What follows belongs to an exercise in optimizing a design on an open flow for small area; a production flow would make more cautious choices.
RTL that was checked went through simulation tests only; none was proved equivalent to the original.
No driver is modelled on the clock port, so clocking that relies on it looks cheaper here than on a real chip.
No activity file was given, so power comes from the tool's default toggle rates.

## multifunction_watch_top
module multifunction_watch_top(
    input clk, reset_p,
    input [3:0] button,
    input [15:0] slide,
    output [7:0] seg,
    output [3:0] com,
    output [15:0] led,
    output buz);
clock: 10.0 ns
lec_check: 0
cap_margin: 20
core_margin: 2
core_utilization: 65
place_density: 0.75
slew_margin: 20
standard.sh (not shown) runs the stock make flow with config.mk's settings and CLKGATE_MAP_FILE= SYNTH_SCRIPT=/design/flow/synth_recipe.tcl, a recipe that flattens the netlist after the stock synthesis.
==> flow/flow/run.sh <==
#!/bin/bash
# Standard ORFS layout with three changes, all in a private copy of the ORFS
# scripts: synthesis maps adders through ABC with an area-oriented ABC script,
# ports get the smallest buffer, and the clock tree is built from small
# clock buffers without dummy loads, then leaf buffers are upsized only where
# the clock slew needs it; constant outputs share one tie cell.
set -euo pipefail
here=$(pwd)
rm -rf "$here/scripts_area"
cp -r "$FLOW_HOME/scripts" "$here/scripts_area"
cp "$here/flow/abc_area.script" "$here/scripts_area/abc_speed.script"
cp "$here/flow/upsize_clk.tcl" "$here/scripts_area/upsize_clk.tcl"
sed -i 's|^log_cmd clock_tree_synthesis {\*}\$cts_args$|&\nsource $::env(SCRIPTS_DIR)/upsize_clk.tcl\nupsize_clock_buffers 0.11|' "$here/scripts_area/cts.tcl"
grep -q upsize_clock_buffers "$here/scripts_area/cts.tcl"
bash standard.sh "SCRIPTS_DIR=$here/scripts_area" "ADDER_MAP_FILE=" "SKIP_REPAIR_TIE_FANOUT=1" \
  "BUFFER_PORTS_ARGS=-buffer_cell sky130_fd_sc_hd__buf_1" \
  "CTS_ARGS=-sink_clustering_enable -repair_clock_nets -buf_list sky130_fd_sc_hd__clkbuf_2 -dont_use_dummy_load" \
  finish > "$here/make_finish.log" 2>&1
==> flow/flow/abc_area.script <==
strash
&get -n
&deepsyn -T 30
&dch -f
&nf -R 1000 -p -a
&st
&dch -f
&nf -R 1000 -p -a
&put
==> flow/flow/upsize_clk.tcl <==
# Upsize clock buffers whose output slew is over a limit (placement estimate).
proc upsize_clock_buffers { limit } {
  set order {sky130_fd_sc_hd__clkbuf_1 sky130_fd_sc_hd__clkbuf_2 sky130_fd_sc_hd__clkbuf_4 sky130_fd_sc_hd__clkbuf_8 sky130_fd_sc_hd__clkbuf_16}
  for {set pass 0} {$pass < 6} {incr pass} {
    estimate_parasitics -placement
    set changed 0
    foreach inst [get_cells *] {
      set m [get_property $inst ref_name]
      set i [lsearch $order $m]
      if {$i < 0 || $i >= [llength $order] - 1} { continue }
      set worst 0
      foreach p [get_pins -of_objects [get_nets -of_objects [get_pins -of_objects $inst -filter "direction == output"]]] {
        set s [get_property $p slew_max]
        if {$s > $worst} { set worst $s }
      }
      if {$worst > $limit} {
        replace_cell $inst [lindex $order [expr {$i + 1}]]
        incr changed
      }
    }
    puts "upsize_clock_buffers: pass $pass upsized $changed"
    if {$changed == 0} { break }
  }
}
The baseline finished with timing, DRC and antenna clean.
Rerun with:
==> flow/run.sh (new file) <==
#!/bin/bash
# synth_recipe.tcl (not shown) runs the flow's synth.tcl, then flattens the netlist and writes it again
# the make line also repeats each setting of config.mk as NAME=value (left out here)
make -C /OpenROAD-flow-scripts/flow DESIGN_CONFIG=/design/flow/config.mk WORK_HOME=/design/flow/orfs CLKGATE_MAP_FILE= SYNTH_SCRIPT=/design/flow/synth_recipe.tcl finish
- CORE_UTILIZATION: 65 -> 40
- CTS_BUF_LIST: unset -> sky130_fd_sc_hd__clkbuf_8
- PLACE_DENSITY: 0.75 -> unset
removed: flow/flow/run.sh
removed: flow/flow/abc_area.script
removed: flow/flow/upsize_clk.tcl
removed: flow/standard.sh
After rerunning:
- via count went up by about a fifth
- worst hold slack barely changes
- non-clock buffer count does not change
- design area went up by a quarter to a third
- global-route usage went down by 7.1 points
- synthesized cell count went up by a quarter to a third
- power went up by well over a third
- final cell count went up by well over a third
- clock-buffer cell count is unchanged
- sequential share of layout area went down by 13 points
- area after synthesis went up by about a fifth
Rerun with:
==> flow/flow/run.sh (new file) <==
#!/bin/bash
# Standard ORFS layout with three changes, all in a private copy of the ORFS
# scripts: synthesis maps adders through ABC with an area-oriented ABC script,
# ports get the smallest buffer, and the clock tree is built from small
# clock buffers without dummy loads, then leaf buffers are upsized only where
# the clock slew needs it; constant outputs share one tie cell.
set -euo pipefail
here=$(pwd)
rm -rf "$here/scripts_area"
cp -r "$FLOW_HOME/scripts" "$here/scripts_area"
cp "$here/flow/abc_area.script" "$here/scripts_area/abc_speed.script"
cp "$here/flow/upsize_clk.tcl" "$here/scripts_area/upsize_clk.tcl"
sed -i 's|^log_cmd clock_tree_synthesis {\*}\$cts_args$|&\nsource $::env(SCRIPTS_DIR)/upsize_clk.tcl\nupsize_clock_buffers 0.11|' "$here/scripts_area/cts.tcl"
grep -q upsize_clock_buffers "$here/scripts_area/cts.tcl"
bash standard.sh "SCRIPTS_DIR=$here/scripts_area" "ADDER_MAP_FILE=" "SKIP_REPAIR_TIE_FANOUT=1" \
  "BUFFER_PORTS_ARGS=-buffer_cell sky130_fd_sc_hd__buf_1" \
  "CTS_ARGS=-sink_clustering_enable -repair_clock_nets -buf_list sky130_fd_sc_hd__clkbuf_2 -dont_use_dummy_load" \
  finish > "$here/make_finish.log" 2>&1
==> flow/flow/abc_area.script (new file) <==
strash
&get -n
&deepsyn -T 30
&dch -f
&nf -R 1000 -p -a
&st
&dch -f
&nf -R 1000 -p -a
&put
==> flow/flow/upsize_clk.tcl (new file) <==
# Upsize clock buffers whose output slew is over a limit (placement estimate).
proc upsize_clock_buffers { limit } {
  set order {sky130_fd_sc_hd__clkbuf_1 sky130_fd_sc_hd__clkbuf_2 sky130_fd_sc_hd__clkbuf_4 sky130_fd_sc_hd__clkbuf_8 sky130_fd_sc_hd__clkbuf_16}
  for {set pass 0} {$pass < 6} {incr pass} {
    estimate_parasitics -placement
    set changed 0
    foreach inst [get_cells *] {
      set m [get_property $inst ref_name]
      set i [lsearch $order $m]
      if {$i < 0 || $i >= [llength $order] - 1} { continue }
      set worst 0
      foreach p [get_pins -of_objects [get_nets -of_objects [get_pins -of_objects $inst -filter "direction == output"]]] {
        set s [get_property $p slew_max]
        if {$s > $worst} { set worst $s }
      }
      if {$worst > $limit} {
        replace_cell $inst [lindex $order [expr {$i + 1}]]
        incr changed
      }
    }
    puts "upsize_clock_buffers: pass $pass upsized $changed"
    if {$changed == 0} { break }
  }
}
==> flow/standard.sh (new file) <==
#!/bin/bash
# synth_recipe.tcl (not shown) runs the flow's synth.tcl, then flattens the netlist and writes it again
# the make line also repeats each setting of config.mk as NAME=value (left out here)
make -C /OpenROAD-flow-scripts/flow DESIGN_CONFIG=/design/flow/config.mk WORK_HOME=/design/flow/orfs CLKGATE_MAP_FILE= SYNTH_SCRIPT=/design/flow/synth_recipe.tcl "${@:-finish}"
- CTS_BUF_LIST: sky130_fd_sc_hd__clkbuf_8 -> unset
removed: flow/run.sh
Result:
- The new run completed with no timing, DRC or antenna violations
- die area shrinks by about a fifth
- final area shrinks by about a fifth
- worst setup slack gets better by 0.44 ns
- via count shrinks by about a fifth
- count of clock-buffer cells in the layout stays the same
- non-clock buffer count is unchanged
- wire length shrinks by about a fifth

Another version of the RTL of multifunction_watch_top (not shown whole).
For scale: roughly 140 flip-flops, about 51 I/O pins, roughly 5900 sq um of cells after synthesis.
Settings: LEC_CHECK=0, CAP_MARGIN=20, CORE_MARGIN=2, CORE_UTILIZATION=40, SLEW_MARGIN=20; clock period 10.0 ns.
==> flow/flow/run.sh <==
#!/bin/bash
# Standard ORFS layout with three changes, all in a private copy of the ORFS
# scripts: synthesis maps adders through ABC with an area-oriented ABC script,
# ports get the smallest buffer, and the clock tree is built from small
# clock buffers without dummy loads, then leaf buffers are upsized only where
# the clock slew needs it.
set -euo pipefail
here=$(pwd)
rm -rf "$here/scripts_area"
cp -r "$FLOW_HOME/scripts" "$here/scripts_area"
cp "$here/flow/abc_area.script" "$here/scripts_area/abc_speed.script"
cp "$here/flow/upsize_clk.tcl" "$here/scripts_area/upsize_clk.tcl"
sed -i 's|^log_cmd clock_tree_synthesis {\*}\$cts_args$|&\nsource $::env(SCRIPTS_DIR)/upsize_clk.tcl\nupsize_clock_buffers 0.10|' "$here/scripts_area/cts.tcl"
grep -q upsize_clock_buffers "$here/scripts_area/cts.tcl"
bash standard.sh "SCRIPTS_DIR=$here/scripts_area" "ADDER_MAP_FILE=" \
  "BUFFER_PORTS_ARGS=-buffer_cell sky130_fd_sc_hd__buf_1" \
  "CTS_ARGS=-sink_clustering_enable -repair_clock_nets -buf_list sky130_fd_sc_hd__clkbuf_2 -dont_use_dummy_load" \
  finish > "$here/make_finish.log" 2>&1
==> flow/flow/abc_area.script <==
strash
&get -n
&deepsyn -T 30
&dch -f
&nf -R 1000 -p -a
&st
&dch -f
&nf -R 1000 -p -a
&put
==> flow/flow/upsize_clk.tcl <==
# Upsize clock buffers whose output slew is over a limit (placement estimate).
proc upsize_clock_buffers { limit } {
  set order {sky130_fd_sc_hd__clkbuf_1 sky130_fd_sc_hd__clkbuf_2 sky130_fd_sc_hd__clkbuf_4 sky130_fd_sc_hd__clkbuf_8 sky130_fd_sc_hd__clkbuf_16}
  for {set pass 0} {$pass < 6} {incr pass} {
    estimate_parasitics -placement
    set changed 0
    foreach inst [get_cells *] {
      set m [get_property $inst ref_name]
      set i [lsearch $order $m]
      if {$i < 0 || $i >= [llength $order] - 1} { continue }
      set worst 0
      foreach p [get_pins -of_objects [get_nets -of_objects [get_pins -of_objects $inst -filter "direction == output"]]] {
        set s [get_property $p slew_max]
        if {$s > $worst} { set worst $s }
      }
      if {$worst > $limit} {
        replace_cell $inst [lindex $order [expr {$i + 1}]]
        incr changed
      }
    }
    puts "upsize_clock_buffers: pass $pass upsized $changed"
    if {$changed == 0} { break }
  }
}
The first run finished with timing, DRC and antenna clean.
Then changed:
--- a/flow/flow/run.sh
+++ b/flow/flow/run.sh
@@ -5,3 +5,3 @@
 # clock buffers without dummy loads, then leaf buffers are upsized only where
-# the clock slew needs it.
+# the clock slew needs it; constant outputs share one tie cell.
 set -euo pipefail
@@ -12,5 +12,5 @@
 cp "$here/flow/upsize_clk.tcl" "$here/scripts_area/upsize_clk.tcl"
-sed -i 's|^log_cmd clock_tree_synthesis {\*}\$cts_args$|&\nsource $::env(SCRIPTS_DIR)/upsize_clk.tcl\nupsize_clock_buffers 0.10|' "$here/scripts_area/cts.tcl"
+sed -i 's|^log_cmd clock_tree_synthesis {\*}\$cts_args$|&\nsource $::env(SCRIPTS_DIR)/upsize_clk.tcl\nupsize_clock_buffers 0.12|' "$here/scripts_area/cts.tcl"
 grep -q upsize_clock_buffers "$here/scripts_area/cts.tcl"
-bash standard.sh "SCRIPTS_DIR=$here/scripts_area" "ADDER_MAP_FILE=" \
+bash standard.sh "SCRIPTS_DIR=$here/scripts_area" "ADDER_MAP_FILE=" "SKIP_REPAIR_TIE_FANOUT=1" \
   "BUFFER_PORTS_ARGS=-buffer_cell sky130_fd_sc_hd__buf_1" \
What happened: Sequential share of layout area climbs by 0.50 points; setup slack degrades by 580 ps; total power rose by roughly a tenth; combinational power grows by well over a third; die area hardly moves.
Then changed:
==> flow/flow/run.sh (replaced) <==
#!/bin/bash
# Standard ORFS layout, with an area-oriented ABC mapping in synthesis, small
# port buffers and a clock tree without dummy loads.
set -euo pipefail
here=$(pwd)
rm -rf "$here/scripts_area"
cp -r "$FLOW_HOME/scripts" "$here/scripts_area"
cp "$here/flow/abc_area.script" "$here/scripts_area/abc_speed.script"
bash standard.sh "SCRIPTS_DIR=$here/scripts_area" \
  "BUFFER_PORTS_ARGS=-buffer_cell sky130_fd_sc_hd__buf_1" \
  "CTS_ARGS=-sink_clustering_enable -repair_clock_nets -buf_list sky130_fd_sc_hd__clkbuf_8 -dont_use_dummy_load" \
  finish > "$here/make_finish.log" 2>&1
==> flow/flow/abc_area.script (replaced) <==
strash
&get -n
&deepsyn -T 30
&dch
&nf -R 1000 -p -a
&put
removed: flow/flow/upsize_clk.tcl
Outcome:
- The new run completed without violations
- register-to-register slack improves by 820 ps
- setup slack improves by 790 ps
- global-route usage barely changes
- count of clock-buffer cells in the layout stays the same
- routed wire length went up by 1.9%
- total power rises by 5.2%
- cell count rose by 4.3%
- sequential power grows by about 0.5%
- non-clock buffer count came out lower by 1
- core utilization rose by 0.81 points
- fmax rises by 20%
Then changed:
==> flow/flow/run.sh (replaced) <==
#!/bin/bash
# Standard ORFS layout with three changes, all in a private copy of the ORFS
# scripts: synthesis maps adders through ABC with an area-oriented ABC script,
# ports get the smallest buffer, and the clock tree is built from small
# clock buffers without dummy loads, then leaf buffers are upsized only where
# the clock slew needs it; constant outputs share one tie cell.
set -euo pipefail
here=$(pwd)
rm -rf "$here/scripts_area"
cp -r "$FLOW_HOME/scripts" "$here/scripts_area"
cp "$here/flow/abc_area.script" "$here/scripts_area/abc_speed.script"
cp "$here/flow/upsize_clk.tcl" "$here/scripts_area/upsize_clk.tcl"
sed -i 's|^log_cmd clock_tree_synthesis {\*}\$cts_args$|&\nsource $::env(SCRIPTS_DIR)/upsize_clk.tcl\nupsize_clock_buffers 0.10|' "$here/scripts_area/cts.tcl"
grep -q upsize_clock_buffers "$here/scripts_area/cts.tcl"
bash standard.sh "SCRIPTS_DIR=$here/scripts_area" "ADDER_MAP_FILE=" "SKIP_REPAIR_TIE_FANOUT=1" \
  "BUFFER_PORTS_ARGS=-buffer_cell sky130_fd_sc_hd__buf_1" \
  "CTS_ARGS=-sink_clustering_enable -repair_clock_nets -buf_list sky130_fd_sc_hd__clkbuf_2 -dont_use_dummy_load" \
  finish > "$here/make_finish.log" 2>&1
==> flow/flow/abc_area.script (replaced) <==
strash
&get -n
&deepsyn -T 30
&dch -f
&nf -R 1000 -p -a
&st
&dch -f
&nf -R 1000 -p -a
&put
==> flow/flow/upsize_clk.tcl (new file) <==
# Upsize clock buffers whose output slew is over a limit (placement estimate).
proc upsize_clock_buffers { limit } {
  set order {sky130_fd_sc_hd__clkbuf_1 sky130_fd_sc_hd__clkbuf_2 sky130_fd_sc_hd__clkbuf_4 sky130_fd_sc_hd__clkbuf_8 sky130_fd_sc_hd__clkbuf_16}
  for {set pass 0} {$pass < 6} {incr pass} {
    estimate_parasitics -placement
    set changed 0
    foreach inst [get_cells *] {
      set m [get_property $inst ref_name]
      set i [lsearch $order $m]
      if {$i < 0 || $i >= [llength $order] - 1} { continue }
      set worst 0
      foreach p [get_pins -of_objects [get_nets -of_objects [get_pins -of_objects $inst -filter "direction == output"]]] {
        set s [get_property $p slew_max]
        if {$s > $worst} { set worst $s }
      }
      if {$worst > $limit} {
        replace_cell $inst [lindex $order [expr {$i + 1}]]
        incr changed
      }
    }
    puts "upsize_clock_buffers: pass $pass upsized $changed"
    if {$changed == 0} { break }
  }
}
Effect: The new run went through all stages and came out clean. Hold slack is worse by 16 ps. Wire length is lower by 2.0%. Power is lower by 2.4%. Utilization is lower by 0.48 points. Worst setup slack is worse by 780 ps. Cell count is lower by 4.1%. Cell area is lower by 5.8%. Synthesized cell count is lower by 3.6%.

Another version of the RTL of multifunction_watch_top (not shown whole).
Size in the first run: about 730 cells after synthesis, roughly 140 flip-flops, roughly 51 I/O pins, roughly 7600 sq um of cells after synthesis.
clock: 10.0 ns
lec_check: 0
cap_margin: 20
core_margin: 2
core_utilization: 40
cts_buf_list: sky130_fd_sc_hd__clkbuf_8
slew_margin: 20
run.sh (not shown) runs the stock make flow with config.mk's settings and CLKGATE_MAP_FILE= SYNTH_SCRIPT=/design/flow/synth_recipe.tcl, a recipe that flattens the netlist after the stock synthesis.
Stock flow here: none of the scripts above is used.
==> next run, changes <==
==> flow/flow/run.sh (new file) <==
#!/bin/bash
# Standard ORFS layout, with an area-oriented ABC mapping in synthesis, small
# port buffers and a clock tree without dummy loads.
set -euo pipefail
here=$(pwd)
rm -rf "$here/scripts_area"
cp -r "$FLOW_HOME/scripts" "$here/scripts_area"
cp "$here/flow/abc_area.script" "$here/scripts_area/abc_speed.script"
bash standard.sh "SCRIPTS_DIR=$here/scripts_area" \
  "BUFFER_PORTS_ARGS=-buffer_cell sky130_fd_sc_hd__buf_1" \
  "CTS_ARGS=-sink_clustering_enable -repair_clock_nets -buf_list sky130_fd_sc_hd__clkbuf_8 -dont_use_dummy_load" \
  finish > "$here/make_finish.log" 2>&1
==> flow/flow/abc_area.script (new file) <==
strash
&get -n
&deepsyn -T 30
&dch
&nf -R 1000 -p -a
&put
==> flow/standard.sh (new file) <==
#!/bin/bash
# synth_recipe.tcl (not shown) runs the flow's synth.tcl, then flattens the netlist and writes it again
# the make line also repeats each setting of config.mk as NAME=value (left out here)
make -C /OpenROAD-flow-scripts/flow DESIGN_CONFIG=/design/flow/config.mk WORK_HOME=/design/flow/orfs CLKGATE_MAP_FILE= SYNTH_SCRIPT=/design/flow/synth_recipe.tcl "${@:-finish}"
- CTS_BUF_LIST: sky130_fd_sc_hd__clkbuf_8 -> unset
removed: flow/run.sh
The changed run finished with timing, DRC and antenna clean.
Maximum frequency increases by about 3%.
Critical path depth went up by 6.
Sequential power is about the same.
Synthesized cell count falls by 13%.
Power shrinks by 13%.
Wire length falls by 19%.
Clock power came out lower by about 30%.
Via count goes down by 13%.
Clock-buffer cell count stays the same.
Cell area drops by 14%.
Worst hold slack is about the same.
No run of this note included a check of the RTL's function; only the layout flow was run.

[what the ideal ports hide]
The results above use ideal ports. As a check the final layouts listed here were re-extracted and re-timed, cells and wires unchanged. Step 1 assumes that a clkbuf_16 drives the clock port and a buf_2 every other input. Step 2 also shifts input and output timing later by t, the mid clock arrival at the registers, as if the neighbouring blocks saw the same clock. Three values: no drivers, after step 1, after step 2; two values: the first two.
run | t, ns | setup slack, ns | worst setup path at the end | pins driven straight from the clock port
the first run of note 1 | 0.368 | 6.143 / 6.134 / 5.786 | input to register | 1
the second run of note 1 | 0.483 | 5.722 / 5.683 / 6.004 | input to register | 1
the third run of note 1 | 0.385 | 6.162 / 6.161 / 5.790 | input to register | 1
the first run of note 2 | 0.395 | 5.718 / 5.735 / 5.340 | input to register | 1
the second run of note 2 | 0.408 | 5.137 / 5.149 / 4.741 | input to register | 1
the third run of note 2 | 0.467 | 5.931 / 5.896 / 5.738 | input to register | 1
the fourth run of note 2 | 0.398 | 5.151 / 5.162 / 4.764 | input to register | 1
the first run of note 3 | 0.493 | 5.934 / 5.894 / 6.036 | input to register | 1
the second run of note 3 | 0.471 | 6.053 / 6.066 / 5.595 | input to register | 1
After both steps setup and hold are still met in every run listed. For the second run of note 3, which loses most, drivers alone change the setup slack by +0.013 ns; drivers and shift together by -0.458 ns.
